This design comes from an exercise in tuning for small area on the open sky130 flow, not from production work. Where RTL was checked, it was by simulation tests only, not by an equivalence proof against the original. For runs 5 and 6, only the layout was checked, not whether the RTL still works. Power is estimated from default activity; no workload was simulated.

### design/flow/run.sh
#!/bin/bash
# synth_recipe.tcl (not shown) runs the flow's synth.tcl, then flattens the netlist and writes it again
# the make line also repeats each setting of config.mk as NAME=value (left out here)
make -C /OpenROAD-flow-scripts/flow DESIGN_CONFIG=/design/flow/config.mk WORK_HOME=/design/flow/orfs CLKGATE_MAP_FILE= SYNTH_SCRIPT=/design/flow/synth_recipe.tcl finish
### design/flow/config.mk
export PLATFORM = sky130hd
export DESIGN_NAME = ddmtd
export DESIGN_NICKNAME = ddmtd
export VERILOG_FILES = /design/flow/design.v
export SDC_FILE = /design/flow/constraint.sdc
export NUM_CORES = 4
export LEC_CHECK = 0
export CAP_MARGIN = 20
export CORE_MARGIN = 2
export CORE_UTILIZATION = 40
export SLEW_MARGIN = 20
### design/flow/design.v
module sampler
(
  input  wire       clk_in_i,            
  input  wire       rst_n_ddmtdclk_i,    
  input  wire       clk_ddmtd_i,         
  output reg       clk_sampled_o         
);
  reg  clk_i_d0;
  reg  clk_i_d1;
  reg  clk_i_d2;
  always @(posedge clk_ddmtd_i) begin
    if (!rst_n_ddmtdclk_i) begin
    clk_i_d0 <= 1'b0;
    clk_i_d1 <= 1'b1;
    clk_i_d2 <= 1'b1;
    clk_sampled_o <= 1'b1;
    end
    else begin
    clk_i_d0      <= clk_in_i;
    clk_i_d1      <= ~clk_i_d0;  
    clk_i_d2      <= clk_i_d1;
    clk_sampled_o <= clk_i_d2;
    end
  end
endmodule
module deglitcher
#(
  parameter integer COUNTER_BIT_WIDTH = 16
)
(
  input  wire                         rst_n_ddmtdclk_i,
  input  wire                         clk_in_i,
  input  wire                         clk_ddmtd_i,
  input  wire [15:0]                  deglitch_threshold_i,
  output reg  [COUNTER_BIT_WIDTH-1:0] tag_o,
  output reg                          tag_p_o
);
  localparam [1:0] WAIT_STABLE_0 = 2'd0;           
  localparam [1:0] WAIT_EDGE     = 2'd1;           
  localparam [1:0] GOT_EDGE      = 2'd2;           
  reg [1:0] state;
  reg [15:0] stab_cntr;                            
  reg [COUNTER_BIT_WIDTH-1:0] free_cntr;              
  reg [COUNTER_BIT_WIDTH-1:0] tag_int;               
  wire clk_sampled;                                
  sampler sampler_inst (
    .clk_in_i                   (clk_in_i),
    .rst_n_ddmtdclk_i           (rst_n_ddmtdclk_i),
    .clk_ddmtd_i                (clk_ddmtd_i),
    .clk_sampled_o              (clk_sampled)
  );
  always @(posedge clk_ddmtd_i) begin
    if (!rst_n_ddmtdclk_i) begin
      free_cntr <= {COUNTER_BIT_WIDTH{1'b0}};
    end else begin
      free_cntr <= free_cntr + {{(COUNTER_BIT_WIDTH-1){1'b0}},1'b1};
    end
  end
  always @(posedge clk_ddmtd_i) begin
    if (!rst_n_ddmtdclk_i) begin
      stab_cntr         <= 16'd0;
      state             <= WAIT_STABLE_0;
      tag_p_o           <= 1'b0;
      tag_int           <= {COUNTER_BIT_WIDTH{1'b0}};
      tag_o             <= {COUNTER_BIT_WIDTH{1'b0}};
    end
    else begin
      case (state)
        WAIT_STABLE_0: begin
          tag_p_o <= 1'b0;
          if (clk_sampled != 1'b0)
            stab_cntr   <= 16'd0;
          else
            stab_cntr   <= stab_cntr + 16'd1;
          if (stab_cntr == deglitch_threshold_i)
            state       <= WAIT_EDGE;
        end
        WAIT_EDGE: begin
          tag_p_o <= 1'b0;
          if (clk_sampled != 1'b0) begin
            state       <= GOT_EDGE;
            tag_int     <= free_cntr;
            stab_cntr   <= 16'd0;
          end
        end
        GOT_EDGE: begin
          if (clk_sampled == 1'b0)
            tag_int     <= tag_int + {{(COUNTER_BIT_WIDTH-1){1'b0}},1'b1};
          if (stab_cntr == deglitch_threshold_i) begin
            state       <= WAIT_STABLE_0;
            tag_p_o     <= 1'b1;      
            tag_o       <= tag_int;   
            stab_cntr   <= 16'd0;
          end else if (clk_sampled == 1'b0) begin
            stab_cntr   <= 16'd0;
          end else begin
            stab_cntr   <= stab_cntr + 16'd1;
          end
        end
        default: begin
          state <= WAIT_STABLE_0;
        end
      endcase
    end
  end
endmodule
module ddmtd
#(
  parameter integer COUNTER_BIT_WIDTH = 16                 
)
(
  input  wire rst_n_ddmtdclk_i,
  input  wire clk_a_i,                                     
  input  wire clk_b_i,                                     
  input  wire clk_ddmtd_i,                                 
  input  wire [15:0]  deglitch_threshold_i,                
  output reg signed [COUNTER_BIT_WIDTH-1:0] phase_diff_o,
  output reg                                phase_diff_p_o   
);
  localparam [1:0] PD_WAIT_TAG = 2'd0;
  localparam [1:0] PD_WAIT_A   = 2'd1;
  localparam [1:0] PD_WAIT_B   = 2'd2;
  reg [1:0] pd_state;
  wire [COUNTER_BIT_WIDTH-1:0] tag_a;
  wire [COUNTER_BIT_WIDTH-1:0] tag_b;
  wire tag_a_p;
  wire tag_b_p;
  reg  [COUNTER_BIT_WIDTH-1:0] temp;
  deglitcher #(
    .COUNTER_BIT_WIDTH(COUNTER_BIT_WIDTH)
  ) deglitcher_inst_a (
    .rst_n_ddmtdclk_i        (rst_n_ddmtdclk_i),
    .clk_in_i                (clk_a_i),
    .clk_ddmtd_i             (clk_ddmtd_i),
    .deglitch_threshold_i    (deglitch_threshold_i),
    .tag_o                   (tag_a),
    .tag_p_o                 (tag_a_p)
  );
  deglitcher #(
    .COUNTER_BIT_WIDTH(COUNTER_BIT_WIDTH)
  ) deglitcher_inst_b (
    .rst_n_ddmtdclk_i        (rst_n_ddmtdclk_i),
    .clk_in_i                (clk_b_i),
    .clk_ddmtd_i             (clk_ddmtd_i),
    .deglitch_threshold_i    (deglitch_threshold_i),
    .tag_o                   (tag_b),
    .tag_p_o                 (tag_b_p)
  );
always @(posedge clk_ddmtd_i) begin
    if (!rst_n_ddmtdclk_i) begin
      phase_diff_o    <= {COUNTER_BIT_WIDTH{1'b0}};
      temp            <= {COUNTER_BIT_WIDTH{1'b0}};
      phase_diff_p_o  <= 1'b0;
      pd_state        <= PD_WAIT_TAG;
    end else begin
      case (pd_state)
        PD_WAIT_TAG: begin
          if (tag_a_p && tag_b_p) begin
            phase_diff_o    <= (tag_a - tag_b);
            phase_diff_p_o  <= 1'b1;
          end else if (tag_a_p) begin
            temp            <= tag_a;
            phase_diff_p_o  <= 1'b0;
            pd_state        <= PD_WAIT_B;
          end else if (tag_b_p) begin
            temp            <= (~tag_b) + {{(COUNTER_BIT_WIDTH-1){1'b0}},1'b1};
            phase_diff_p_o  <= 1'b0;
            pd_state        <= PD_WAIT_A;
          end else begin
            phase_diff_p_o  <= 1'b0;
          end
        end
        PD_WAIT_A: begin
          if (tag_a_p) begin
            phase_diff_o    <= temp + tag_a;
            phase_diff_p_o  <= 1'b1;
            pd_state        <= PD_WAIT_TAG;
          end else begin
            phase_diff_p_o  <= 1'b0;
          end
        end
        PD_WAIT_B: begin
          if (tag_b_p) begin
            phase_diff_o    <= temp - tag_b;
            phase_diff_p_o  <= 1'b1;
            pd_state        <= PD_WAIT_TAG;
          end else begin
            phase_diff_p_o  <= 1'b0;
          end
        end
        default: begin
          pd_state          <= PD_WAIT_TAG;
          phase_diff_p_o    <= 1'b0;
        end
      endcase
    end
  end
endmodule
### design/flow/constraint.sdc
create_clock -name core_clock -period 4.0 [get_ports {clk_ddmtd_i}]
set_input_delay 0.8000 -clock core_clock [delete_from_list [all_inputs] [get_ports {clk_ddmtd_i}]]
set_output_delay 0.8000 -clock core_clock [all_outputs]
set_load 0.01 [all_outputs]
==> metrics.csv, run 1 <==
metric,value,unit
Hold Slack,0.378,ns
Synth Instances,1326,
I/O Buffers,36,
clock share of power,0.466,
top_reg_cell synth,dfxtp_1,
Power Total,3.64,mW
syn_nets,1400,
CTS tree,yes,
Setup Crit Path Kind,reg2reg,
P_int,2.77,mW
sequential area share after synthesis,0.340,
initial core utilization,0.403,
CP endpoint kind,flop,
share of layout cells above drive strength 1,0.0499,
GRT Util Overall,0.199,
combinational share of power,0.043,
commonest cells in the netlist,"dfxtp_1 (177), nor2_1 (152), a21oi_1 (122), nand2_1 (122), o21ai_0 (81)",
count of final setup violators,0,
DIE AREA,27400,sq um
number of top-level pins,37,
"flops & latches, synth",177,
# fillers,2630,
vias in the first global route,8637,
final hold violation count,0,
"Clk pin slew, worst setup/hold paths",0.07,ns
Power per Cell Area,312,nW/um^2
Worst EP arrival,3.76,ns
Worst Skew,0.0114,ns
Simple-Gate Fraction of Synth Area,0.237,
Die Span Y,165,microns
multiplexer area fraction after synthesis,0.0198,
antenna-violating nets left,0,
MaxCap Viol Count,0,
Seq pwr share,0.491,
Hold WC Path Type,reg2reg,
Mapped Area,10400,sq um
Inserted Clock Buffers,17,
share of the synthesized area in the top cell type,0.340,
Post-CTS Hold Fix Bufs,0,
xor and xnor area share after synthesis,0.110,
Placed Area,11100,sq um
Synth Area in Adders,0.0663,
Die Wd,165,microns
global route hottest layer,met2,
Max IR drop VDD,0.287,mV
detailed-route wire length,26300,microns
met2 Resource Use GR,0.324,
design area,11600,sq um
global routing usage on met1,0.271,
final period utilization,0.861,
depth of the CTS H-tree,4,
Critical Path Start Type,flop,
unrepaired setup endpoints after global routing,false,
first-pass GRT wire length,43800,microns
hpwl dp,18900,microns
Net Sw Frac,0.239,
Net Sw Power,0.869,mW
Yosys warning count,3,
DR vias,9221,
Max Freq,290,MHz
worst-skew pair later-pin latency,0.43,ns
complex-gate fraction of the synthesized area,0.182,
Required @ worst endpoint,4.31,ns
largest net degree at the start of global routing,62,
max-slew violations,0,
# diodes,0,
met3 Use GR,0.0310,
Avg Vias per Cell,5.50,
std cell rows,59,
"count leader, synth",dfxtp_1,
Mapped Avg Cell Area,7.86,sq um
Final min period,3.44,ns
CP Max Fanout,7,
# nets final,1404,
setup TNS,0,ns
post-route DRC violation count,0,
cts repair resizes,0,
run status,"complete, no violations",
Slew @ Worst Pin,0.904,ns
Initial DRC Count,719,
antenna violations before repair,0,
core area,25800,sq um
area delta synth->final,11.8,%
Post-synth EDFFs,0,
WL/cell,15.7,microns
CTS Sinks,177,
Synth area leaders,"dfxtp_1 (34%), ha_1 (6.2%), a21oi_1 (5.9%), xnor2_1 (5.6%), nor2_1 (5.5%)",
grt total ovfl,0,
Synth cell types,67,
"buffers from clock root to sink, at most",2,
async set-reset flop share out of synthesis,0,
setup repair bufs after CTS,0,
Yosys top cell by area,dfxtp_1,
1st-pass router iterations,5,
static leakage,4.21,nW
Routability Congestion,0.881,
largest family of logic cells by synthesized area,simple AND/OR/NAND/NOR gates,
Slew headroom,0.397,
CTS Root Buffer Type,clkbuf_16,
## cell type report
type / count / area [sq um] / area share
well taps: 335 / 419 / 0.0360
repair buffers: 54 / 503 / 0.0432
flip-flops and latches: 177 / 3540 / 0.304
multi-input cells: 1035 / 6420 / 0.552
clock inverters: 13 / 150 / 0.0129
inverters: 45 / 170 / 0.0146
clock buffers: 19 / 433 / 0.0372
## through the flow
stage | utilization | setup slack, ns | std cells
floorplan | - | 0.892 | 1326
global placement | 0.428 | 0.579 | 1646
detailed placement | 0.428 | 0.653 | 1646
CTS | 0.451 | 0.610 | 1678
global route | 0.451 | 0.144 | 1678
finish | 0.451 | 0.556 | 1678
## sequential cells by signal, indices dropped and copies added, names as in the netlist, 2 cells and up
name	count
temp	16
deglitcher_inst_b.tag_int	16
deglitcher_inst_a.tag_o	16
deglitcher_inst_a.free_cntr	16
deglitcher_inst_b.free_cntr	16
deglitcher_inst_b.stab_cntr	16
deglitcher_inst_a.stab_cntr	16
pd_state	2
deglitcher_inst_b.state	2
deglitcher_inst_a.tag_int	16
deglitcher_inst_b.tag_o	16
deglitcher_inst_a.state	2
phase_diff_o	16
## worst max-delay path, cell delays in order, from the launching register on
cell	delay, ns
dfxtp_1	0.36
inv_1	0.12
ha_1	0.21
nand3b_1	0.17
or3_1	0.48
nor4_1	0.25
xor2_1	0.18
nor2_1	0.05
a21oi_1	0.13
ha_1	0.34
a21o_1	0.21
a21oi_1	0.13
o21ai_0	0.09
a21oi_1	0.17
o31ai_1	0.11
xnor2_1	0.22
o21ai_1	0.08
## kinds of logic (layout without fill, tap and decap cells)
family,after synthesis,in the layout
multiplexers,20,20
XOR/XNOR,131,131
AO/OA/AOI/OAI,318,318
AND/OR/NAND/NOR,512,512
buffers and inverters,114,131
flip-flops,177,177
adder cells (fa/ha/maj),54,54
## power by group through the flow
| stage | sequential, mW | clock (mW) | combinational [mW] |
|---|---|---|---|
| 2_1_floorplan | 1.82 | 0 | 0.0991 |
| 3_3_place_gp | 1.83 | 0 | 0.155 |
| 3_5_place_dp | 1.83 | 0 | 0.156 |
| 4_1_cts | 1.79 | 1.73 | 0.156 |
| 5_1_grt | 1.79 | 1.81 | 0.172 |
| 6_report | 1.79 | 1.70 | 0.156 |
## final timing paths
kind,from,to,slack [ns],depth (start not counted)
worst max-delay path,deglitcher_inst_a.tag_o[1],phase_diff_o[15],0.56,16
worst min-delay path,deglitcher_inst_a.sampler_inst.clk_i_d0,deglitcher_inst_a.sampler_inst.clk_i_d1,0.38,1
worst max register to register,deglitcher_inst_a.tag_o[1],phase_diff_o[15],0.56,16
worst min register to register,deglitcher_inst_a.sampler_inst.clk_i_d0,deglitcher_inst_a.sampler_inst.clk_i_d1,0.38,1
## cell usage in the layout (no fill, tap or decap), types with 15 or more instances in the layout
master and n:
nand2_1 122, nand4_1 30, o21ai_0 81, a21o_1 18
dfxtp_1 177, nor2_1 152, xor2_1 64, nor2b_1 15
mux2i_1 15, inv_1 43, o211ai_1 15, buf_4 17
clkdlybuf4s50_1 35, xnor2_1 67, ha_1 52, a21oi_1 121
nand3_1 79, nor3_1 16, a211oi_1 18, clkbuf_16 17
and3_1 24
## per-layer routing
layer  up-vias  share of wire
met4         0          0.023
met2       193           0.45
met3        43          0.039
met5         -              0
li1       4673              -
met1      4312           0.48
==> run 2, diff against run 1 <==
==> design/flow/design.v (replaced) <==
module sampler
(
  input  wire       clk_in_i,            
  input  wire       rst_n_ddmtdclk_i,    
  input  wire       clk_ddmtd_i,         
  output reg       clk_sampled_o         
);
  reg  clk_i_d0;
  reg  clk_i_d1;
  reg  clk_i_d2;
  always @(posedge clk_ddmtd_i) begin
    if (!rst_n_ddmtdclk_i) begin
    clk_i_d0 <= 1'b0;
    clk_i_d1 <= 1'b1;
    clk_i_d2 <= 1'b1;
    clk_sampled_o <= 1'b1;
    end
    else begin
    clk_i_d0      <= clk_in_i;
    clk_i_d1      <= ~clk_i_d0;  
    clk_i_d2      <= clk_i_d1;
    clk_sampled_o <= clk_i_d2;
    end
  end
endmodule
module deglitcher
(
  input  wire        rst_n_ddmtdclk_i,
  input  wire        clk_in_i,
  input  wire        clk_ddmtd_i,
  input  wire [15:0] deglitch_threshold_i,
  input  wire [15:0] free_cntr_i,            
  output reg  [15:0] tag_o,                  
  output wire        tag_p_o
);
  reg  [1:0]  state;
  reg  [15:0] stab_cntr;
  wire clk_sampled;
  sampler sampler_inst (
    .clk_in_i         (clk_in_i),
    .rst_n_ddmtdclk_i (rst_n_ddmtdclk_i),
    .clk_ddmtd_i      (clk_ddmtd_i),
    .clk_sampled_o    (clk_sampled)
  );
  wire got_edge  = state[1] &  state[0];
  wire wait_edge = state[1] & ~state[0];
  wire eq        = (stab_cntr == deglitch_threshold_i);
  wire clr       = got_edge ? (eq | ~clk_sampled) : clk_sampled;
  assign tag_p_o = ~state[1] & state[0];
  always @(posedge clk_ddmtd_i) begin
    if (!rst_n_ddmtdclk_i) begin
      state     <= 2'b00;
      stab_cntr <= 16'd0;
    end else begin
      state[1]  <= state[1] ? ~(got_edge & eq) : eq;
      state[0]  <= state[1] & (state[0] | clk_sampled);
      stab_cntr <= clr ? 16'd0 : stab_cntr + 16'd1;
    end
  end
  always @(posedge clk_ddmtd_i) begin
    if (wait_edge & clk_sampled)
      tag_o <= free_cntr_i;
    else if (got_edge & ~clk_sampled & ~eq)
      tag_o <= tag_o + 16'd1;
  end
endmodule
module ddmtd
#(
  parameter integer COUNTER_BIT_WIDTH = 16
)
(
  input  wire rst_n_ddmtdclk_i,
  input  wire clk_a_i,
  input  wire clk_b_i,
  input  wire clk_ddmtd_i,
  input  wire [15:0]  deglitch_threshold_i,
  output wire signed [COUNTER_BIT_WIDTH-1:0] phase_diff_o,
  output reg                                 phase_diff_p_o
);
  reg  [15:0] free_cntr;
  always @(posedge clk_ddmtd_i)
    free_cntr <= free_cntr + 16'd1;
  wire [15:0] tag_a, tag_b;
  wire        tag_a_p, tag_b_p;
  deglitcher deglitcher_inst_a (
    .rst_n_ddmtdclk_i     (rst_n_ddmtdclk_i),
    .clk_in_i             (clk_a_i),
    .clk_ddmtd_i          (clk_ddmtd_i),
    .deglitch_threshold_i (deglitch_threshold_i),
    .free_cntr_i          (free_cntr),
    .tag_o                (tag_a),
    .tag_p_o              (tag_a_p)
  );
  deglitcher deglitcher_inst_b (
    .rst_n_ddmtdclk_i     (rst_n_ddmtdclk_i),
    .clk_in_i             (clk_b_i),
    .clk_ddmtd_i          (clk_ddmtd_i),
    .deglitch_threshold_i (deglitch_threshold_i),
    .free_cntr_i          (free_cntr),
    .tag_o                (tag_b),
    .tag_p_o              (tag_b_p)
  );
  reg         wait_a, wait_b;
  reg  [15:0] temp;
  wire        wait_tag = phase_diff_p_o | ~(wait_a | wait_b);
  always @(posedge clk_ddmtd_i) begin
    if (!rst_n_ddmtdclk_i) begin
      phase_diff_p_o <= 1'b0;
      wait_a         <= 1'b0;
      wait_b         <= 1'b0;
    end else if (wait_tag) begin
      phase_diff_p_o <= tag_a_p & tag_b_p;
      wait_a         <= tag_b_p & ~tag_a_p;
      wait_b         <= tag_a_p & ~tag_b_p;
    end else begin
      phase_diff_p_o <= wait_a ? tag_a_p : tag_b_p;
    end
  end
  always @(posedge clk_ddmtd_i)
    if (wait_tag & (tag_a_p ^ tag_b_p))
      temp <= tag_a_p ? tag_a : tag_b;
  assign phase_diff_o = (wait_b ? temp : tag_a) - (wait_a ? temp : tag_b);
endmodule
==> run 2 against run 1 <==
Against the previous run:
- still clean
- via count fell by 47%
- first-iteration DRC count fell by 61%
- register-to-register slack improved by 1.3 ns
- cell count fell by 44%
- worst setup slack got worse by 0.42 ns
- critical endpoint is now phase_diff_o[15]
- largest cell class unchanged
==> metrics.csv, run 2 <==
metric,value,unit,change
Net Sw Power,0.490,mW,-44%
Mapped Area,6660,sq um,-36%
top_reg_cell synth,dfxtp_1,,
DIE AREA,17700,sq um,-35%
Die Wd,133,microns,-20%
largest family of logic cells by synthesized area,simple AND/OR/NAND/NOR gates,,
multiplexer area fraction after synthesis,0.0799,,+0.0601
run status,"complete, no violations",,
antenna violations before repair,1,,+1
global routing usage on met1,0.225,,-0.0456
first-pass GRT wire length,22800,microns,-48%
share of layout cells above drive strength 1,0.125,,+0.0755
CTS tree,yes,,
number of top-level pins,37,,unchanged
xor and xnor area share after synthesis,0.154,,+0.0438
"buffers from clock root to sink, at most",2,,unchanged
final hold violation count,0,,unchanged
DR vias,4879,,-47%
global route hottest layer,met2,,
1st-pass router iterations,5,,unchanged
worst-path cell chain,mux2_2 > ha_1 > nand2_1 > a211oi_4 > o211ai_1 > a31oi_1 > xnor2_1 > clkdlybuf4s50_1,,
"count leader, synth",nor2_1,,
complex-gate fraction of the synthesized area,0.0827,,-0.0995
final period utilization,0.965,,+0.104
GRT Util Overall,0.159,,-0.0405
Initial DRC Count,277,,-61%
detailed-route wire length,13700,microns,-48%
max incr delay on CP,0.55,ns,+0.07 ns
hpwl dp,10400,microns,-45%
Critical Path Start Type,flop,,
Inserted Clock Buffers,9,,-8
design area,7620,sq um,-35%
Synth area leaders,"edfxtp_1 (22%), dfxtp_1 (19%), xor2_1 (9.5%), xnor2_1 (5.9%), mux2_2 (5.6%)",,
Yosys warning count,3,,unchanged
Post-synth EDFFs,48,,+48
Synth Area in Adders,0.0462,,-0.0201
Net Sw Frac,0.229,,-0.00942
met2 Resource Use GR,0.240,,-0.0842
share of the synthesized area in the top cell type,0.217,,-0.124
Simple-Gate Fraction of Synth Area,0.201,,-0.0362
Required @ worst endpoint,3.20,ns,-1.11 ns
max-slew violations,0,,unchanged
antenna-violating nets left,0,,unchanged
initial core utilization,0.406,,+0.00251
Setup Crit Path Kind,reg2out,,
Final min period,3.86,ns,+0.415 ns
count of final setup violators,0,,unchanged
Max IR drop VDD,0.223,mV,-22%
Synth Instances,687,,-48%
CP endpoint kind,output pin,,
Mapped Avg Cell Area,9.69,sq um,+23%
Slew @ Worst Pin,0.998,ns,+0.0944 ns
Worst EP arrival,3.06,ns,-0.70 ns
commonest cells in the netlist,"nor2_1 (77), xor2_1 (72), dfxtp_1 (63), nand2_1 (59), a21oi_1 (49)",,
Synth cell types,53,,-21%
largest net degree at the start of global routing,32,,-48%
CTS Sinks,111,,-37%
grt total ovfl,0,,unchanged
area delta synth->final,14.5,%,
Routability Congestion,0.829,,-5.9%
P_int,1.65,mW,-41%
CP Max Fanout,7,,unchanged
Worst Skew,0.0174,ns,+0.00598 ns
unrepaired setup endpoints after global routing,true,,
# diodes,0,,unchanged
Power Total,2.13,mW,-41%
MaxCap Viol Count,0,,unchanged
Avg Vias per Cell,5.16,,-6.1%
clock share of power,0.425,,-0.041
"flops & latches, synth",111,,-37%
"Clk pin slew, worst setup/hold paths",0.09,ns,+0.02 ns
setup TNS,0,ns,unchanged
I/O Buffers,36,,unchanged
depth of the CTS H-tree,3,,-1
post-route DRC violation count,0,,unchanged
syn_nets,731,,-48%
Slew headroom,0.332,,-0.0647
CTS Root Buffer Type,clkbuf_16,,
WL/cell,14.5,microns,-7.6%
Worst R2R Path Depth,5,,-11
worst-skew pair later-pin latency,0.37,ns,-0.06 ns
Die Span Y,133,microns,-20%
std cell rows,47,,-20%
hold depth,1,,unchanged
"commonest non-fill, non-tap cell in the layout",nor2_1,,
Max Freq,259,MHz,-11%
Yosys top cell by area,edfxtp_1,,
core area,16400,sq um,-36%
sequential area share after synthesis,0.406,,+0.0659
met3 Use GR,0.0299,,-0.00108
Hold WC Path Type,reg2reg,,
static leakage,2.87,nW,-32%
vias in the first global route,4691,,-46%
async set-reset flop share out of synthesis,0,,unchanged
"commonest cells after routing, fill and taps aside","nor2_1 (75), xor2_1 (72), dfxtp_1 (61), nand2_1 (59), edfxtp_1 (48)",,
Seq pwr share,0.550,,+0.059
"Slowest-stage cell, CP",clkdlybuf4s50_1,,
# nets final,765,,-46%
Placed Area,7230,sq um,-35%
Power per Cell Area,280,nW/um^2,-10%
combinational share of power,0.025,,-0.018
run 2: changes by cell type in the layout (fill, tap and decap cells not counted), sizes merged, moves of 15 or more:
cell,change
a21o,-15
ha,-29
a211oi,-15
xnor2,-22
dfxtp,-114
nand2,-63
nor2,-75
mux2,+28
nand3,-54
inv,-26
edfxtp,+48
a21oi,-71
o21ai,-77
run 2: cell families after synthesis:
group | Yosys count
AND/OR/NAND/NOR | 254
XOR/XNOR | 117
flip-flops | 111
AO/OA/AOI/OAI | 88
multiplexers | 49
buffers and inverters | 44
adder cells (fa/ha/maj) | 24
run 2: worst max-delay path, delay by kind of cell (launching register included):
kind / cells / cell delay, ns
muxes: 1 / 0.31
DFF: 1 / 0.51
buffers and inverters: 1 / 0.55
xor gates and xnor gates: 1 / 0.13
AOI/OAI and AO/OA: 3 / 0.73
and+or+nand+nor: 1 / 0.13
adders and majority gates: 1 / 0.33
run 2: stage by stage:
step	hold slack [ns]	utilization	worst slack [ns]	std cells
2_1_floorplan	0.352	-	0.452	687
3_3_place_gp	0.355	0.440	0.297	926
3_5_place_dp	0.357	0.440	0.226	926
4_1_cts	0.377	0.460	0.00173	942
5_1_grt	0.382	0.465	0.00492	946
6_report	0.377	0.465	0.140	946
run 2: layer usage:
metal | share of wire | wire [microns] | vias to the layer above
met1 | 0.51 | 6990 | 2293
li1 | - | - | 2495
met3 | 0.028 | 386 | 16
met4 | 0.021 | 291 | 0
met2 | 0.44 | 6060 | 75
met5 | 0 | 0 | -
run 2: worst paths after layout:
kind | endpoint | start | slack [ns]
worst max-delay path | phase_diff_o[15] | deglitcher_inst_a.tag_o[3] | 0.14
worst min-delay path | deglitcher_inst_a.sampler_inst.clk_i_d1 | deglitcher_inst_a.sampler_inst.clk_i_d0 | 0.38
worst min register to register | deglitcher_inst_a.sampler_inst.clk_i_d1 | deglitcher_inst_a.sampler_inst.clk_i_d0 | 0.38
worst max register to register | temp[5] | deglitcher_inst_a.state[1] | 1.83
run 2: layout make-up:
| cell class | count | area [sq um] |
|---|---|---|
| Clock inverter | 7 | 72.6 |
| Fill cell | 1530 | 8780 |
| Tap cell | 220 | 275 |
| Multi-Input combinational cell | 532 | 3790 |
| Clock buffer | 9 | 225 |
| Sequential cell | 111 | 2710 |
| Inverter | 17 | 63.8 |
| Timing Repair Buffer | 50 | 484 |
run 2: what timing repair did:
item                       4_1_cts  5_1_grt
setup endpoints to repair        6        8
pin swaps                        0        3
hold buffers                     0        0
setup buffers                    0        4
cloned                           0        0
gates resized for setup          7       15
run 2: power groups by stage:
| stage | Clock (mW) | Sequential [mW] | Combinational (mW) |
|---|---|---|---|
| 5_1_grt | 0.967 | 1.17 | 0.0588 |
| 6_report | 0.906 | 1.17 | 0.0544 |
| 3_3_place_gp | 0 | 1.20 | 0.0532 |
| 3_5_place_dp | 0 | 1.20 | 0.0549 |
| 2_1_floorplan | 0 | 1.20 | 0.0250 |
| 4_1_cts | 0.923 | 1.17 | 0.0550 |
==> run 3, diff against run 2 <==
--- a/design/flow/design.v
+++ b/design/flow/design.v
@@ -31,4 +31,3 @@
   input  wire [15:0] deglitch_threshold_i,
-  input  wire [15:0] free_cntr_i,            
-  output reg  [15:0] tag_o,                  
+  output reg  [15:0] tag_o,
   output wire        tag_p_o
@@ -61,4 +60,4 @@
     if (wait_edge & clk_sampled)
-      tag_o <= free_cntr_i;
-    else if (got_edge & ~clk_sampled & ~eq)
+      tag_o <= 16'd0;
+    else if (~(got_edge & ~clk_sampled & ~eq))
       tag_o <= tag_o + 16'd1;
@@ -79,6 +78,3 @@
 );
-  reg  [15:0] free_cntr;
-  always @(posedge clk_ddmtd_i)
-    free_cntr <= free_cntr + 16'd1;
-  wire [15:0] tag_a, tag_b;
+  wire [15:0] rel_a, rel_b;
   wire        tag_a_p, tag_b_p;
@@ -89,4 +85,3 @@
     .deglitch_threshold_i (deglitch_threshold_i),
-    .free_cntr_i          (free_cntr),
-    .tag_o                (tag_a),
+    .tag_o                (rel_a),
     .tag_p_o              (tag_a_p)
@@ -98,4 +93,3 @@
     .deglitch_threshold_i (deglitch_threshold_i),
-    .free_cntr_i          (free_cntr),
-    .tag_o                (tag_b),
+    .tag_o                (rel_b),
     .tag_p_o              (tag_b_p)
@@ -103,4 +97,5 @@
   reg         wait_a, wait_b;
-  reg  [15:0] temp;
+  reg  [15:0] temp;             
   wire        wait_tag = phase_diff_p_o | ~(wait_a | wait_b);
+  wire        load     = wait_tag & (tag_a_p ^ tag_b_p);
   always @(posedge clk_ddmtd_i) begin
@@ -119,5 +114,4 @@
   always @(posedge clk_ddmtd_i)
-    if (wait_tag & (tag_a_p ^ tag_b_p))
-      temp <= tag_a_p ? tag_a : tag_b;
-  assign phase_diff_o = (wait_b ? temp : tag_a) - (wait_a ? temp : tag_b);
+    temp <= (load ? (tag_a_p ? rel_a : rel_b) : temp) + 16'd1;
+  assign phase_diff_o = (wait_a ? temp : rel_b) - (wait_b ? temp : rel_a);
 endmodule
--- a/design/flow/config.mk
+++ b/design/flow/config.mk
@@ -7,2 +7,3 @@
 export LEC_CHECK = 0
+export ABC_AREA = 1
 export CAP_MARGIN = 20
==> run 3 against run 2 <==
Against the previous run:
- synthesized area is essentially flat
- critical path type unchanged
- hold slack worse by 0.0040 ns
- routed wire length grew 23%
- critical endpoint is now phase_diff_o[10]
- highest routed layer unchanged
- largest cell class unchanged
- still clean
==> metrics.csv, run 3 <==
metric,value,unit,change
Slew headroom,0.621,,+0.289
Synth Instances,989,,+44%
static leakage,3.10,nW,+8.1%
# diodes,0,,unchanged
share of layout cells above drive strength 1,0.0755,,-0.0499
share of the synthesized area in the top cell type,0.286,,+0.0690
Slew @ Worst Pin,0.567,ns,-0.432 ns
final hold violation count,0,,unchanged
Max IR drop VDD,0.690,mV,+210%
Die Span Y,133,microns,about the same
Synth cell types,42,,-21%
antenna violations before repair,0,,-1
Setup Crit Path Kind,reg2out,,
sequential area share after synthesis,0.286,,-0.120
"buffers from clock root to sink, at most",2,,unchanged
P_int,2.57,mW,+56%
setup TNS,0,ns,unchanged
largest net degree at the start of global routing,34,,+6.3%
WL/cell,13.6,microns,-6.4%
CTS tree,yes,,
Post-synth EDFFs,0,,-100%
first-pass GRT wire length,28200,microns,+23%
Power per Cell Area,582,nW/um^2,+110%
detailed-route wire length,16900,microns,+23%
CTS Sinks,95,,-14%
Net Sw Frac,0.407,,+0.178
Inserted Clock Buffers,9,,unchanged
final period utilization,0.928,,-0.0365
Worst R2R Path Depth,11,,+6
commonest cells in the netlist,"nand2_1 (272), nor2_1 (110), dfxtp_1 (95), xor2_1 (85), inv_1 (81)",,
CTS Root Buffer Type,clkbuf_16,,
DR vias,6116,,+25%
Worst Skew,0.00695,ns,-0.0104 ns
Seq pwr share,0.289,,-0.261
Yosys warning count,3,,unchanged
Synth area leaders,"dfxtp_1 (29%), nand2_1 (15%), xor2_1 (11%), nor2_1 (6.2%), nand3_1 (5.6%)",,
final core utilization,0.455,,-0.00984
1st-pass router iterations,5,,unchanged
Final min period,3.71,ns,-0.146 ns
vias in the first global route,5707,,+22%
syn_nets,1033,,+41%
Max Freq,269,MHz,+3.9%
"commonest cells after routing, fill and taps aside","nand2_1 (272), nor2_1 (110), dfxtp_1 (93), xor2_1 (85), inv_1 (81)",,
worst-skew pair later-pin latency,0.35,ns,-0.02 ns
unrepaired setup endpoints after global routing,false,,
Net Sw Power,1.77,mW,+260%
design area,7460,sq um,-2.1%
Yosys top cell by area,dfxtp_1,,
Hold WC Path Type,reg2reg,,
setup repair bufs after CTS,0,,unchanged
antenna-violating nets left,0,,unchanged
depth of the CTS H-tree,3,,unchanged
Avg Vias per Cell,4.93,,-4.4%
"count leader, synth",nand2_1,,
I/O Buffers,36,,unchanged
Mapped Area,6660,sq um,about the same
Mapped Avg Cell Area,6.73,sq um,-30%
Initial DRC Count,481,,+74%
"commonest non-fill, non-tap cell in the layout",nand2_1,,
number of top-level pins,37,,unchanged
hold depth,1,,unchanged
grt total ovfl,0,,unchanged
post-route DRC violation count,0,,unchanged
Placed Area,7140,sq um,-1.2%
Die Wd,133,microns,about the same
combinational share of power,0.511,,+0.486
# nets final,1059,,+38%
MaxCap Viol Count,0,,unchanged
clock share of power,0.201,,-0.224
count of final setup violators,0,,unchanged
async set-reset flop share out of synthesis,0,,unchanged
Required @ worst endpoint,3.20,ns,about the same
std cell rows,47,,unchanged
GRT Util Overall,0.197,,+0.0378
run status,"complete, no violations",,
"Clk pin slew, worst setup/hold paths",0.07,ns,-0.02 ns
core area,16400,sq um,unchanged
DIE AREA,17700,sq um,about the same
Routability Congestion,0.924,,+11%
area delta synth->final,12.0,%,
"flops & latches, synth",95,,-14%
top_reg_cell synth,dfxtp_1,,
CP Max Fanout,33,,+26
Worst EP arrival,2.91,ns,-0.15 ns
Critical Path Start Type,flop,,
hpwl dp,13100,microns,+26%
initial core utilization,0.406,,about the same
CP endpoint kind,output pin,,
max-slew violations,0,,unchanged
[run 3: changes by cell type in the layout (fill, tap and decap cells not counted), moves of 16 or more]
cell,previous run,this run
dfxtp_1,61,93
edfxtp_1,48,0
inv_1,17,81
mux2_2,33,1
mux2i_1,16,0
nand2_1,59,272
nand2_2,0,18
nand3_1,24,74
nor2_1,75,110
o21ai_0,7,41
xnor2_1,45,18
[run 3: what timing repair did]
| item | in CTS | in global routing |
|---|---|---|
| hold buffers | 0 | 0 |
| resized for setup | 0 | 6 |
| endpoints found under the setup margin | 0 | 6 |
[run 3: worst max-delay path: stages, from the launching register on]
cell             delay [ns]
dfxtp_1                0.36
buf_12                 0.18
nand2_1                0.06
o21ai_0                0.07
ha_1                   0.17
inv_1                  0.06
fa_1                   0.40
nand3_1                0.09
nand2_1                0.10
nand3_1                0.09
nand2_1                0.11
a21oi_1                0.17
xnor2_1                0.14
clkdlybuf4s50_1        0.56
[run 3: kinds of logic after synthesis]
group,after synthesis,synth area share
buffers and inverters,114,0.0800
and+or+nand+nor,536,0.358
xor gates and xnor gates,103,0.135
adders and majority gates,24,0.0462
muxes,1,0.00169
AOI/OAI and AO/OA,116,0.0932
DFF,95,0.286
[run 3: power by group through the flow]
stage | clock network [mW] | registers, mW | logic [mW]
2_1_floorplan | 0 | 1.20 | 1.39
3_3_place_gp | 0 | 1.27 | 2.20
3_5_place_dp | 0 | 1.27 | 2.20
4_1_cts | 0.892 | 1.25 | 2.21
5_1_grt | 0.929 | 1.27 | 2.46
6_report | 0.871 | 1.25 | 2.22
[run 3: layout make-up]
| type | count | area (sq um) |
|---|---|---|
| fillers | 1682 | 8950 |
| clock inverters | 5 | 46.3 |
| flip-flops and latches | 95 | 1900 |
| well taps | 220 | 275 |
| clock buffers | 11 | 253 |
| repair buffers | 43 | 429 |
| inverters | 86 | 328 |
| multi-input cells | 780 | 4230 |
[run 3: stage by stage]
| stage | power, mW | std cells | hold WS (ns) | setup slack (ns) |
|---|---|---|---|---|
| 2_1_floorplan | 2.59 | 989 | 0.352 | 1.13 |
| 3_3_place_gp | 3.47 | 1224 | 0.355 | 0.556 |
| 3_5_place_dp | 3.47 | 1224 | 0.358 | 0.515 |
| 4_1_cts | 4.35 | 1240 | 0.374 | 0.132 |
| 5_1_grt | 4.66 | 1240 | 0.384 | 0.00678 |
| 6_report | 4.34 | 1240 | 0.372 | 0.286 |
[run 3: path summary, 6_finish.rpt]
path | from | endpoint | slack, ns
max | wait_b | phase_diff_o[10] | 0.29
min | deglitcher_inst_a.sampler_inst.clk_i_d0 | deglitcher_inst_a.sampler_inst.clk_i_d1 | 0.37
max reg2reg | deglitcher_inst_a.state[0] | temp[14] | 1.30
min reg2reg | deglitcher_inst_a.sampler_inst.clk_i_d0 | deglitcher_inst_a.sampler_inst.clk_i_d1 | 0.37
[run 3: routing by layer]
layer	wire length (microns)	track usage
met5	0	0
met4	393	0.0729
met3	639	0.0241
met2	7260	0.306
met1	8550	0.279
==> run 4, diff against run 3 <==
--- a/design/flow/config.mk
+++ b/design/flow/config.mk
@@ -7,3 +7,2 @@
 export LEC_CHECK = 0
-export ABC_AREA = 1
 export CAP_MARGIN = 20
==> run 4 against run 3 <==
Against the previous run:
- register-to-register slack worse by 0.39 ns
- combinational power is 42% lower
- sequential power is 14% lower
- sequential share of layout area is 0.44 points higher
- cell count is 20% lower
- hold slack better by 0.00056 ns
- final area is 1.8% lower
- die area is 6.8% lower
- sequential cell count stayed put
- core utilization is 2.9 points higher
==> metrics.csv, run 4 <==
metric,value,unit,change
run status,"complete, no violations",,
final period utilization,0.964,,+0.0356
Yosys top cell by area,dfxtp_1,,
share of layout cells above drive strength 1,0.142,,+0.0668
largest net degree at the start of global routing,25,,-26%
Routability Congestion,0.921,,-0.35%
RR Startpoint,deglitcher_inst_a.state[1],,
"Slowest-stage cell, CP",clkdlybuf4s50_1,,
initial core utilization,0.409,,+0.00291
Required @ worst endpoint,3.20,ns,about the same
Post-CTS Hold Fix Bufs,0,,unchanged
# diodes,0,,unchanged
Power per Cell Area,436,nW/um^2,-25%
Max IR drop VDD,0.311,mV,-55%
max-slew violations,0,,unchanged
Post-synth EDFFs,0,,unchanged
Synth area leaders,"dfxtp_1 (31%), xnor2_1 (9.1%), xor2_1 (6.5%), nor2_1 (5.9%), mux2i_1 (5.0%)",,
detailed-route wire length,15900,microns,-5.6%
syn_nets,778,,-25%
pre-CTS setup slack,-0.0837,ns,-0.599 ns
unrepaired setup endpoints after global routing,true,,
final core utilization,0.484,,+0.0292
# fillers,1442,,-14%
DR vias,5460,,-11%
sequential area share after synthesis,0.307,,+0.0216
GRT Util Overall,0.200,,+0.00286
Initial DRC Count,271,,-44%
static leakage,2.75,nW,-11%
"Largest delay share family, worst path",buffers and inverters,,
CTS Sinks,95,,unchanged
Synth Instances,734,,-26%
antenna-violating nets left,0,,unchanged
Worst EP arrival,3.06,ns,+0.15 ns
std cell rows,45,,-4.3%
Setup Crit Path Kind,reg2out,,
Slew headroom,0.491,,-0.130
final hold violation count,0,,unchanged
"flops & latches, synth",95,,unchanged
Reg2Reg Setup Slack,0.91,ns,-0.39 ns
"Clk pin slew, worst setup/hold paths",0.07,ns,about the same
depth of the CTS H-tree,3,,unchanged
# nets final,840,,-21%
count of final setup violators,0,,unchanged
Yosys warning count,3,,unchanged
Synth cell types,66,,+57%
worst-skew pair later-pin latency,0.36,ns,about the same
Critical Path Start Type,flop,,
first-pass GRT wire length,26400,microns,-6.3%
"count leader, synth",nor2_1,,
Worst Skew,0.00676,ns,-0.000189 ns
Worst R2R Path Depth,14,,+3
commonest cells in the netlist,"nor2_1 (97), dfxtp_1 (95), xnor2_1 (64), nand2_1 (53), xor2_1 (46)",,
CTS tree,yes,,
Hold WC Path Type,reg2reg,,
"commonest non-fill, non-tap cell in the layout",nor2_1,,
top_reg_cell synth,dfxtp_1,,
share of the synthesized area in the top cell type,0.307,,+0.0216
CP bufs+invs,4,,+1
1st-pass router iterations,5,,unchanged
Mapped Area,6190,sq um,-7.0%
"buffers from clock root to sink, at most",2,,unchanged
Die Wd,128,microns,-3.5%
"commonest cells after routing, fill and taps aside","nor2_1 (95), dfxtp_1 (94), xnor2_1 (64), nand2_1 (53), xor2_1 (46)",,
grt total ovfl,0,,unchanged
max incr delay on CP,0.56,ns,about the same
number of top-level pins,37,,unchanged
design area,7330,sq um,-1.8%
WL/cell,16.1,microns,+18%
vias in the first global route,5370,,-5.9%
Avg Vias per Cell,5.52,,+12%
Critical Path Most Common Cell,buf_4,,
Slew @ Worst Pin,0.758,ns,+0.192 ns
DIE AREA,16500,sq um,-6.8%
crit path to,phase_diff_o[5],,
Placed Area,7000,sq um,-2.0%
Mapped Avg Cell Area,8.44,sq um,+25%
MaxCap Viol Count,0,,unchanged
antenna violations before repair,0,,unchanged
Hold Slack,0.373,ns,+0.000558 ns
async set-reset flop share out of synthesis,0,,unchanged
CP endpoint kind,output pin,,
core area,15100,sq um,-7.7%
worst-path cell chain,buf_4 > mux2_2 > ha_1 > buf_4 > o21a_1 > o31a_1 > buf_4 > o21a_1 > nor2_1 > xnor2_1 > clkdlybuf4s50_1,,
area delta synth->final,18.4,%,
CP Launch Point,wait_a,,
Final min period,3.86,ns,+0.143 ns
Max Freq,259,MHz,-3.7%
CTS Root Buffer Type,clkbuf_16,,
Inserted Clock Buffers,9,,unchanged
post-route DRC violation count,0,,unchanged
hpwl dp,12400,microns,-4.9%
R2R Path End,temp[6],,
setup TNS,0,ns,unchanged
PnR worst setup slack,0.144,ns,-0.143 ns
stages on the worst setup path,11,,-2
I/O Buffers,36,,unchanged
Die Span Y,128,microns,-3.5%
CP Max Fanout,4,,-88%
[run 4: cell count changes after synthesis, moves of 18 or more]
cell,previous run,this run
a21oi_1,59,30
clkbuf_1,5,23
inv_1,81,17
mux2i_1,0,31
nand2_1,272,53
nand3_1,74,26
xnor2_1,18,64
xor2_1,85,46
[run 4: metrics by stage]
step	power, mW	cells
after floorplan	1.79	734
after global placement	2.40	972
after detailed placement	2.40	972
after CTS	3.22	988
after global routing	3.40	989
final	3.20	989
[run 4: worst min-delay path by stage]
stage,endpoint,cells past startpoint,slack [ns],from
after floorplan,deglitcher_inst_a.sampler_inst.clk_i_d1,1,0.35,deglitcher_inst_a.sampler_inst.clk_i_d0
after global placement,deglitcher_inst_b.sampler_inst.clk_i_d1,1,0.36,deglitcher_inst_b.sampler_inst.clk_i_d0
after detailed placement,deglitcher_inst_a.sampler_inst.clk_i_d1,1,0.35,deglitcher_inst_a.sampler_inst.clk_i_d0
after CTS,deglitcher_inst_a.sampler_inst.clk_i_d1,1,0.37,deglitcher_inst_a.sampler_inst.clk_i_d0
after global routing,deglitcher_inst_a.sampler_inst.clk_i_d1,1,0.39,deglitcher_inst_a.sampler_inst.clk_i_d0
final,deglitcher_inst_a.sampler_inst.clk_i_d1,1,0.37,deglitcher_inst_a.sampler_inst.clk_i_d0
[run 4: kinds of logic after synthesis]
group / count (synthesis) / synth area share
xor+xnor: 110 / 0.156
flops: 95 / 0.307
buf+inv: 50 / 0.0327
mux: 51 / 0.0889
fa+ha+maj: 24 / 0.0497
simple gates: 276 / 0.223
compound gates: 128 / 0.143
[run 4: routing by layer]
layer,global-route usage,part of all wire,up-vias,wire length [microns]
met5,0,0,-,0
met1,0.266,0.48,2586,7610
met2,0.322,0.46,123,7280
met4,0.0944,0.031,0,486
met3,0.0241,0.034,32,534
li1,-,-,2719,-
[run 4: repair_timing]
item                       CTS  global route
resized for setup           13            17
buffers inserted             0             1
pin swaps                    0             6
setup endpoints to repair    7             8
[run 4: layout make-up]
class                   count  area (sq um)  area share
inverters                  18          67.6     0.00922
repair buffers             83           708      0.0966
clock buffers               9           225      0.0307
well taps                 188           235      0.0321
flip-flops and latches     95          1900       0.260
clock inverters             7          63.8     0.00871
multi-input cells         589          4130       0.563
[run 4: power breakdown]
group	leakage (nW)	switching, mW	internal (mW)
clock	0.142	0.404	0.437
combinational	1.84	0.600	0.686
sequential	0.775	0.0712	1.00
==> run 5, diff against run 4 <==
--- a/design/flow/design.v
+++ b/design/flow/design.v
@@ -48,2 +48,5 @@
   assign tag_p_o = ~state[1] & state[0];
+  wire [16:0] stab_c, tag_c;
+  assign stab_c[0] = 1'b1;
+  assign stab_c[16:1] = stab_c[15:0] & stab_cntr;
   always @(posedge clk_ddmtd_i) begin
@@ -55,11 +58,10 @@
       state[0]  <= state[1] & (state[0] | clk_sampled);
-      stab_cntr <= clr ? 16'd0 : stab_cntr + 16'd1;
+      stab_cntr <= clr ? 16'd0 : stab_cntr ^ stab_c[15:0];
     end
   end
-  always @(posedge clk_ddmtd_i) begin
-    if (wait_edge & clk_sampled)
-      tag_o <= 16'd0;
-    else if (~(got_edge & ~clk_sampled & ~eq))
-      tag_o <= tag_o + 16'd1;
-  end
+  wire tag_inc = ~(got_edge & ~clk_sampled & ~eq);
+  always @(posedge clk_ddmtd_i)
+    tag_o <= (wait_edge & clk_sampled) ? 16'd0 : tag_o ^ tag_c[15:0];
+  assign tag_c[0] = tag_inc;
+  assign tag_c[16:1] = tag_c[15:0] & tag_o;
 endmodule
@@ -113,5 +115,14 @@
   end
+  wire [15:0] temp_base = load ? (tag_a_p ? rel_a : rel_b) : temp;
+  wire [16:0] temp_c;
+  assign temp_c[0] = 1'b1;
+  assign temp_c[16:1] = temp_c[15:0] & temp_base;
   always @(posedge clk_ddmtd_i)
-    temp <= (load ? (tag_a_p ? rel_a : rel_b) : temp) + 16'd1;
-  assign phase_diff_o = (wait_a ? temp : rel_b) - (wait_b ? temp : rel_a);
+    temp <= temp_base ^ temp_c[15:0];
+  wire [15:0] x  = wait_a ? temp : rel_b;
+  wire [15:0] yn = ~(wait_b ? temp : rel_a);
+  wire [16:0] c;
+  assign c[0] = 1'b1;
+  assign c[16:1] = (x & yn) | (c[15:0] & (x ^ yn));
+  assign phase_diff_o = x ^ yn ^ c[15:0];
 endmodule
--- a/design/flow/config.mk
+++ b/design/flow/config.mk
@@ -9,3 +9,5 @@
 export CORE_MARGIN = 2
-export CORE_UTILIZATION = 40
+export CORE_UTILIZATION = 60
+export CTS_BUF_LIST = sky130_fd_sc_hd__clkbuf_4 sky130_fd_sc_hd__clkbuf_8
+export GPL_TIMING_DRIVEN = 0
 export SLEW_MARGIN = 20
==> run 5 against run 4 <==
Against the previous run:
- now fails the layout checks on setup timing
- first-iteration DRC count fell by 78%
- clock power fell by 14%
- fmax decreased by 50%
- combinational power fell by 24%
- via count shrank 32%
- synthesized area down 15%
- final area fell by 6.6%
- routed wire length fell by 32%
- hold slack better by 0.0083 ns
- global-route usage grew 3.7 points
- sequential power is essentially flat
- synthesized cell count down 28%
==> metrics.csv, run 5 <==
metric,value,unit,change
run status,"complete, but fails checks",,
Layout Check Fails,setup timing,,
Final min period,7.66,ns,+3.80 ns
largest family of logic cells by synthesized area,adder cells,,
Simple-Gate Fraction of Synth Area,0.152,,-0.0709
GRT Util Overall,0.236,,+0.0369
initial core utilization,0.611,,+0.202
Yosys top cell by area,dfxtp_1,,
Critical Path Start Type,flop,,
largest net degree at the start of global routing,19,,-24%
Slew @ Worst Pin,0.521,ns,-0.238 ns
PnR worst setup slack,-3.66,ns,-3.80 ns
max-slew violations,0,,unchanged
Required @ worst endpoint,3.20,ns,about the same
area delta synth->final,29.7,%,
xor and xnor area share after synthesis,0.0664,,-0.0892
WL/cell,15.5,microns,-3.4%
share of layout cells above drive strength 1,0.297,,+0.155
"Clk pin slew, worst setup/hold paths",0.10,ns,+0.03 ns
met3 Use GR,0.0272,,+0.00308
final period utilization,1.91,,+0.950
first-pass GRT wire length,18000,microns,-32%
syn_nets,640,,-18%
Avg Vias per Cell,5.33,,-3.4%
Post-CTS Hold Fix Bufs,0,,unchanged
depth of the CTS H-tree,3,,unchanged
CP Max Fanout,4,,unchanged
"flops & latches, synth",95,,unchanged
Synth Instances,530,,-28%
Worst Skew,0.0152,ns,+0.00842 ns
Worst EP arrival,6.86,ns,+3.80 ns
stages on the worst setup path,21,,+10
async set-reset flop share out of synthesis,0,,unchanged
setup TNS,-23.64,ns,-23.64 ns
number of top-level pins,37,,unchanged
Initial DRC Count,59,,-78%
Max IR drop VDD,0.321,mV,+3.1%
"commonest cells after routing, fill and taps aside","dfxtp_1 (92), nand2_1 (84), o21ai_0 (40), ha_4 (39), and2_1 (35)",,
Inserted Clock Buffers,9,,unchanged
share of the synthesized area in the top cell type,0.360,,+0.0533
count of final setup violators,12,,+12
CTS tree,yes,,
top_reg_cell synth,dfxtp_1,,
met2 Resource Use GR,0.417,,+0.0953
static leakage,2.90,nW,+5.2%
antenna violations before repair,0,,unchanged
sequential area share after synthesis,0.360,,+0.0533
Power per Cell Area,406,nW/um^2,-7.1%
1st-pass router iterations,4,,-1
grt total ovfl,0,,unchanged
Die Wd,97.8,microns,-24%
core area,8640,sq um,-43%
CTS Root Buffer Type,clkbuf_8,,
global route hottest layer,met2,,
Mapped Avg Cell Area,9.96,sq um,+18%
MaxCap Viol Count,0,,unchanged
worst-path cell chain,buf_8 > mux2_4 > ha_4 > fa_2 > fa_2 > fa_2 > fa_2 > fa_2 > fa_2 > fa_2 > fa_2 > fa_2 > fa_2 > fa_2 > inv_2 > fa_1 > inv_2 > fa_2 > fa_2 > inv_2 > buf_2,,
Slew headroom,0.653,,+0.162
Worst R2R Path Depth,22,,+8
"buffers from clock root to sink, at most",2,,unchanged
CP endpoint kind,output pin,,
worst-skew pair later-pin latency,0.36,ns,about the same
Setup Crit Path Kind,reg2out,,
Synth cell types,36,,-45%
CP bufs+invs,5,,+1
CTS Sinks,95,,unchanged
Mapped Area,5280,sq um,-15%
complex-gate fraction of the synthesized area,0.0560,,-0.0873
"Slowest-stage cell, CP",fa_2,,
"commonest non-fill, non-tap cell in the layout",dfxtp_1,,
hpwl dp,7850,microns,-37%
std cell rows,34,,-24%
Synth area leaders,"dfxtp_1 (36%), ha_1 (18%), mux2i_1 (6.5%), nand2_1 (6.0%), xnor2_1 (5.6%)",,
global routing usage on met1,0.304,,+0.0375
"count leader, synth",dfxtp_1,,
Post-synth EDFFs,0,,unchanged
post-route DRC violation count,0,,unchanged
"Largest delay share family, worst path",adder cells,,
detailed-route wire length,10900,microns,-32%
vias in the first global route,3872,,-28%
DR vias,3733,,-32%
Synth Area in Adders,0.233,,+0.184
unrepaired setup endpoints after global routing,true,,
multiplexer area fraction after synthesis,0.0986,,+0.00974
Routability Congestion,0.778,,-15%
Critical Path Most Common Cell,fa_2,,
DIE AREA,9560,sq um,-42%
max incr delay on CP,0.57,ns,about the same
final core utilization,0.793,,+0.309
# nets final,697,,-17%
antenna-violating nets left,0,,unchanged
final hold violation count,0,,unchanged
Max Freq,131,MHz,-50%
Yosys warning count,3,,unchanged
# diodes,0,,unchanged
I/O Buffers,36,,unchanged
Die Span Y,97.8,microns,-24%
Hold WC Path Type,reg2reg,,
commonest cells in the netlist,"dfxtp_1 (95), nand2_1 (84), ha_1 (76), o21ai_0 (41), and2_1 (35)",,
hold depth,1,,unchanged
-- run 5: worst paths after layout --
kind	from	to	slack, ns
max	wait_b	phase_diff_o[14]	-3.66
min	deglitcher_inst_a.sampler_inst.clk_i_d0	deglitcher_inst_a.sampler_inst.clk_i_d1	0.38
max reg2reg	deglitcher_inst_a.state[1]	temp[15]	0.11
min reg2reg	deglitcher_inst_a.sampler_inst.clk_i_d0	deglitcher_inst_a.sampler_inst.clk_i_d1	0.38
-- run 5: logic make-up (layout without fill, tap and decap cells) --
group / Yosys count / count (layout)
and+or+nand+nor: 158 / 158
DFF: 95 / 95
adders and majority gates: 90 / 90
AOI/OAI and AO/OA: 56 / 56
muxes: 50 / 50
buffers and inverters: 41 / 103
xor gates and xnor gates: 40 / 40
-- run 5: power breakdown --
part	leakage (nW)	switching (mW)	internal, mW
Clock	0.107	0.362	0.359
Combinational	2.01	0.444	0.539
Sequential	0.776	0.0660	1.01
Total	2.90	0.873	1.90
-- run 5: timing repair --
action | CTS | global route
gates resized for setup | 160 | 22
setup buffers | 8 | 3
setup endpoints to repair | 25 | 16
pin swaps | 17 | 2
hold endpoints to repair | 0 | 0
-- run 5: worst reg2reg max path, stage by stage (launching register included) --
cell	delay [ns]
dfxtp_2	0.34
nand2b_4	0.13
buf_12	0.10
inv_2	0.03
ha_1	0.27
o21bai_4	0.20
clkbuf_8	0.15
a21o_1	0.18
ha_2	0.18
ha_2	0.18
ha_4	0.16
ha_4	0.15
ha_4	0.15
ha_4	0.15
ha_4	0.16
ha_4	0.15
ha_4	0.15
ha_4	0.16
ha_4	0.15
ha_2	0.16
ha_2	0.17
ha_2	0.19
xnor2_1	0.11
-- run 5: per-layer routing --
layer  up-vias  part of all wire
li1       1912                 -
met1      1767              0.46
met2        44              0.51
met3        10             0.023
met4         0             0.012
met5         -                 0
-- run 5: cell type report --
type,instances,area (sq um)
repair buffers,47,448
multi-input cells,394,3890
inverters,20,75.1
plain buffers,20,164
well taps,108,135
clock buffers,9,124
flip-flops and latches,95,1910
clock inverters,7,101
fillers,565,1790
-- run 5: stage by stage --
stage | power [mW] | instances | instance area, sq um | worst slack (ns) | hold WS, ns
after floorplan | 1.61 | 530 | 5800 | -2.94 | 0.352
after global placement | 2.02 | 674 | 6300 | -3.78 | 0.358
after detailed placement | 2.06 | 674 | 6300 | -3.78 | 0.363
after CTS | 2.75 | 697 | 6660 | -3.70 | 0.388
after global routing | 2.94 | 700 | 6840 | -3.84 | 0.406
final | 2.78 | 700 | 6840 | -3.66 | 0.381
==> run 6, diff against run 5 <==
--- a/design/flow/config.mk
+++ b/design/flow/config.mk
@@ -9,5 +9,3 @@
 export CORE_MARGIN = 2
-export CORE_UTILIZATION = 60
-export CTS_BUF_LIST = sky130_fd_sc_hd__clkbuf_4 sky130_fd_sc_hd__clkbuf_8
-export GPL_TIMING_DRIVEN = 0
+export CORE_UTILIZATION = 40
 export SLEW_MARGIN = 20
==> run 6 against run 5 <==
Against the previous run:
- the layout still fails its checks (setup timing)
- via count increased by 0.24%
- synthesized area unchanged
- clock power increased by 24%
- register-to-register slack about the same
- sequential share of layout area decreased by 0.30 points
- routed wire length decreased by 1.0%
- final area increased by 1.3%
- critical path depth decreased by 1
- sequential power about the same
- core utilization decreased by 25 points
- critical endpoint unchanged
- highest routed layer unchanged
==> metrics.csv, run 6 <==
metric,value,unit,change
run status,"complete, but fails checks",,
Layout Check Fails,setup timing,,
share of layout cells above drive strength 1,0.318,,+0.0205
detailed-route wire length,10800,microns,-1.0%
Routability Congestion,0.762,,-2.1%
static leakage,2.97,nW,+2.7%
CP bufs+invs,4,,-1
design area,6930,sq um,+1.3%
Setup Crit Path Kind,reg2out,,
hpwl dp,8220,microns,+4.7%
Worst EP arrival,6.80,ns,-0.06 ns
Seq pwr share,0.348,,-0.038
max incr delay on CP,0.55,ns,-0.02 ns
I/O Buffers,36,,unchanged
DR vias,3742,,+0.24%
combinational share of power,0.353,,about the same
initial core utilization,0.413,,-0.198
Post-synth EDFFs,0,,unchanged
Synth Instances,530,,unchanged
vias in the first global route,3881,,+0.23%
antenna violations before repair,0,,unchanged
Hold WC Path Type,reg2reg,,
Max IR drop VDD,0.316,mV,-1.5%
GRT Util Overall,0.169,,-0.0676
Initial DRC Count,156,,+160%
Critical Path Most Common Cell,fa_2,,
count of final setup violators,13,,+1
first-pass GRT wire length,18900,microns,+4.9%
std cell rows,41,,+21%
worst-path cell chain,mux2_4 > ha_4 > fa_2 > fa_2 > fa_2 > fa_2 > fa_2 > fa_2 > fa_2 > fa_2 > fa_2 > fa_2 > fa_2 > inv_2 > fa_1 > inv_1 > fa_2 > fa_2 > inv_2 > clkdlybuf4s15_2,,
"buffers from clock root to sink, at most",2,,unchanged
syn_nets,640,,unchanged
CP Max Fanout,4,,unchanged
Avg Vias per Cell,4.84,,-9.2%
CTS tree,yes,,
top_reg_cell synth,dfxtp_1,,
MaxCap Viol Count,0,,unchanged
met2 Resource Use GR,0.270,,-0.147
DIE AREA,14100,sq um,+48%
"count leader, synth",dfxtp_1,,
Synth cell types,36,,unchanged
max-slew violations,0,,unchanged
Critical Path Start Type,flop,,
Max Freq,132,MHz,+0.76%
clock share of power,0.299,,+0.039
PnR worst setup slack,-3.60,ns,+0.0576 ns
"flops & latches, synth",95,,unchanged
met3 Use GR,0.0287,,+0.00153
Final min period,7.60,ns,-0.0576 ns
depth of the CTS H-tree,3,,unchanged
share of the synthesized area in the top cell type,0.360,,unchanged
Worst Skew,0.00506,ns,-0.0101 ns
Post-CTS Hold Fix Bufs,0,,unchanged
commonest cells in the netlist,"dfxtp_1 (95), nand2_1 (84), ha_1 (76), o21ai_0 (41), and2_1 (35)",,
# diodes,0,,unchanged
# nets final,706,,+1.3%
"Largest delay share family, worst path",adder cells,,
antenna-violating nets left,0,,unchanged
worst-skew pair later-pin latency,0.34,ns,-0.02 ns
Yosys top cell by area,dfxtp_1,,
Mapped Avg Cell Area,9.96,sq um,unchanged
Placed Area,6500,sq um,+3.3%
largest net degree at the start of global routing,18,,-1
Required @ worst endpoint,3.20,ns,about the same
Net Sw Power,0.876,mW,+0.41%
CTS Root Buffer Type,clkbuf_16,,
final period utilization,1.90,,-0.0144
"commonest non-fill, non-tap cell in the layout",dfxtp_1,,
Hold Slack,0.373,ns,-0.00852 ns
Slew headroom,0.390,,-0.263
CTS Sinks,95,,unchanged
number of top-level pins,37,,unchanged
Die Wd,119,microns,+22%
unrepaired setup endpoints after global routing,true,,
area delta synth->final,31.4,%,
Synth area leaders,"dfxtp_1 (36%), ha_1 (18%), mux2i_1 (6.5%), nand2_1 (6.0%), xnor2_1 (5.6%)",,
global routing usage on met1,0.226,,-0.0778
Mapped Area,5280,sq um,unchanged
core area,12800,sq um,+48%
grt total ovfl,0,,unchanged
P_int,2.11,mW,+11%
global route hottest layer,met2,,
post-route DRC violation count,0,,unchanged
WL/cell,13.9,microns,-10%
Slew @ Worst Pin,0.911,ns,+0.390 ns
"Clk pin slew, worst setup/hold paths",0.06,ns,-0.04 ns
Yosys warning count,3,,unchanged
"Slowest-stage cell, CP",fa_2,,
CP endpoint kind,output pin,,
Die Span Y,119,microns,+22%
Power per Cell Area,431,nW/um^2,+6.2%
Inserted Clock Buffers,9,,unchanged
1st-pass router iterations,4,,unchanged
final hold violation count,0,,unchanged
async set-reset flop share out of synthesis,0,,unchanged
sequential area share after synthesis,0.360,,unchanged
"commonest cells after routing, fill and taps aside","dfxtp_1 (91), nand2_1 (84), o21ai_0 (40), buf_4 (39)",,
Net Sw Frac,0.293,,-0.0208
[run 6: cell count changes in the layout (fill, tap and decap cells not counted), sizes merged]
cell	before	now
clkbuf	19	15
dlygate4sd2	1	0
bufinv	2	1
buf	48	65
clkinvlp	2	0
clkdlybuf4s15	0	1
clkinv	0	2
inv	23	20
[run 6: stage by stage]
stage                      util  worst slack (ns)  TNS (ns)  power [mW]  instances
final                     0.543             -3.60    -22.34        2.99        773
after floorplan               -             -2.94    -17.14        1.61        530
after global placement    0.509             -3.49    -27.60        2.14        753
after global routing      0.543             -3.82    -24.34        3.20        773
after CTS                 0.536             -3.64    -22.90        3.05        769
after detailed placement  0.509             -3.50    -27.98        2.16        753
[run 6: path summary, 6_finish.rpt]
kind	startpoint	end	slack, ns	cells past startpoint
hold reg to reg	deglitcher_inst_b.sampler_inst.clk_i_d0	deglitcher_inst_b.sampler_inst.clk_i_d1	0.37	1
hold / removal	deglitcher_inst_b.sampler_inst.clk_i_d0	deglitcher_inst_b.sampler_inst.clk_i_d1	0.37	1
setup / recovery	wait_b	phase_diff_o[14]	-3.60	20
setup reg to reg	deglitcher_inst_b.stab_cntr[12]	deglitcher_inst_b.tag_o[15]	0.10	21
[run 6: worst reg2reg max path, stage by stage, from the launching register on]
cell     delay [ns]
dfxtp_1        0.46
xnor2_4        0.12
nand4_1        0.16
nor4_4         0.07
or3_1          0.33
ha_2           0.21
ha_4           0.16
ha_4           0.16
ha_4           0.16
ha_4           0.16
ha_4           0.16
ha_4           0.15
ha_4           0.16
ha_4           0.16
ha_4           0.16
ha_4           0.16
ha_4           0.15
ha_4           0.16
ha_4           0.15
ha_4           0.14
xor2_1         0.13
and2_1         0.15
[run 6: layout make-up]
| type | instances | area, sq um |
|---|---|---|
| Fill cell | 1111 | 5840 |
| Clock inverter | 3 | 40.0 |
| Timing Repair Buffer | 76 | 639 |
| Sequential cell | 95 | 1910 |
| Inverter | 20 | 75.1 |
| Multi-Input combinational cell | 394 | 3780 |
| Tap cell | 172 | 215 |
| Clock buffer | 13 | 270 |
[run 6: repair_timing]
action | CTS | global route
cloned | 0 | 0
pin swaps | 26 | 19
buffers inserted | 0 | 4
endpoints found under the setup margin | 21 | 18
gates resized for setup | 137 | 16
endpoints found under the hold margin | 0 | 0
[run 6: routing by layer]
layer	share of wire	routed length, microns	vias up
li1	-	-	1924
met1	0.49	5250	1761
met2	0.47	5050	42
met3	0.026	275	15
met4	0.019	201	0
met5	0	0	-
[run 6: power groups by stage]
stage	Clock, mW	Sequential [mW]	Combinational [mW]
2_1_floorplan	0	1.08	0.535
3_3_place_gp	0	1.06	1.08
3_5_place_dp	0	1.06	1.10
4_1_cts	0.924	1.04	1.09
5_1_grt	0.968	1.05	1.19
6_report	0.892	1.04	1.05
[run 6: cells by family after synthesis]
family          after synthesis  share of synthesized area
fa+ha+maj                    90                      0.233
mux                          50                     0.0986
buf+inv                      41                     0.0334
simple gates                158                      0.152
compound gates               56                     0.0560
xor+xnor                     40                     0.0664
flops                        95                      0.360

separate check: timing with driven ports:
The results above use ideal ports. As a check the final layouts listed here were re-extracted and re-timed, cells and wires unchanged. Step 1 assumes that a clkbuf_16 drives the clock port and a buf_2 every other input. Step 2 also shifts input and output timing later by t, the mid clock arrival at the registers, as if the neighbouring blocks saw the same clock. a / b / c = ideal ports / drivers / drivers and shift; a / b = the first two.
| run | t (ns) | slack for setup (ns) | hold WS [ns] | worst setup path after step 2 | clock arrival spread, ns |
|---|---|---|---|---|---|
| run 1 | 0.474 | 0.556 / 0.556 / 0.556 | 0.378 / 0.378 / 0.378 | register to register | 0.011 / 0.011 |
| run 2 | 0.407 | 0.140 / 0.094 / 0.501 | 0.377 / 0.377 / 0.377 | register to output | 0.017 / 0.018 |
| run 3 | 0.390 | 0.286 / 0.246 / 0.636 | 0.372 / 0.372 / 0.372 | register to output | 0.008 / 0.008 |
| run 4 | 0.398 | 0.144 / 0.099 / 0.497 | 0.373 / 0.373 / 0.373 | register to output | 0.007 / 0.006 |
| run 5 | 0.391 | -3.655 / -3.689 / -3.298 | 0.381 / 0.381 / 0.381 | register to output | 0.016 / 0.016 |
| run 6 | 0.379 | -3.597 / -3.636 / -3.257 | 0.373 / 0.373 / 0.373 | register to output | 0.006 / 0.006 |
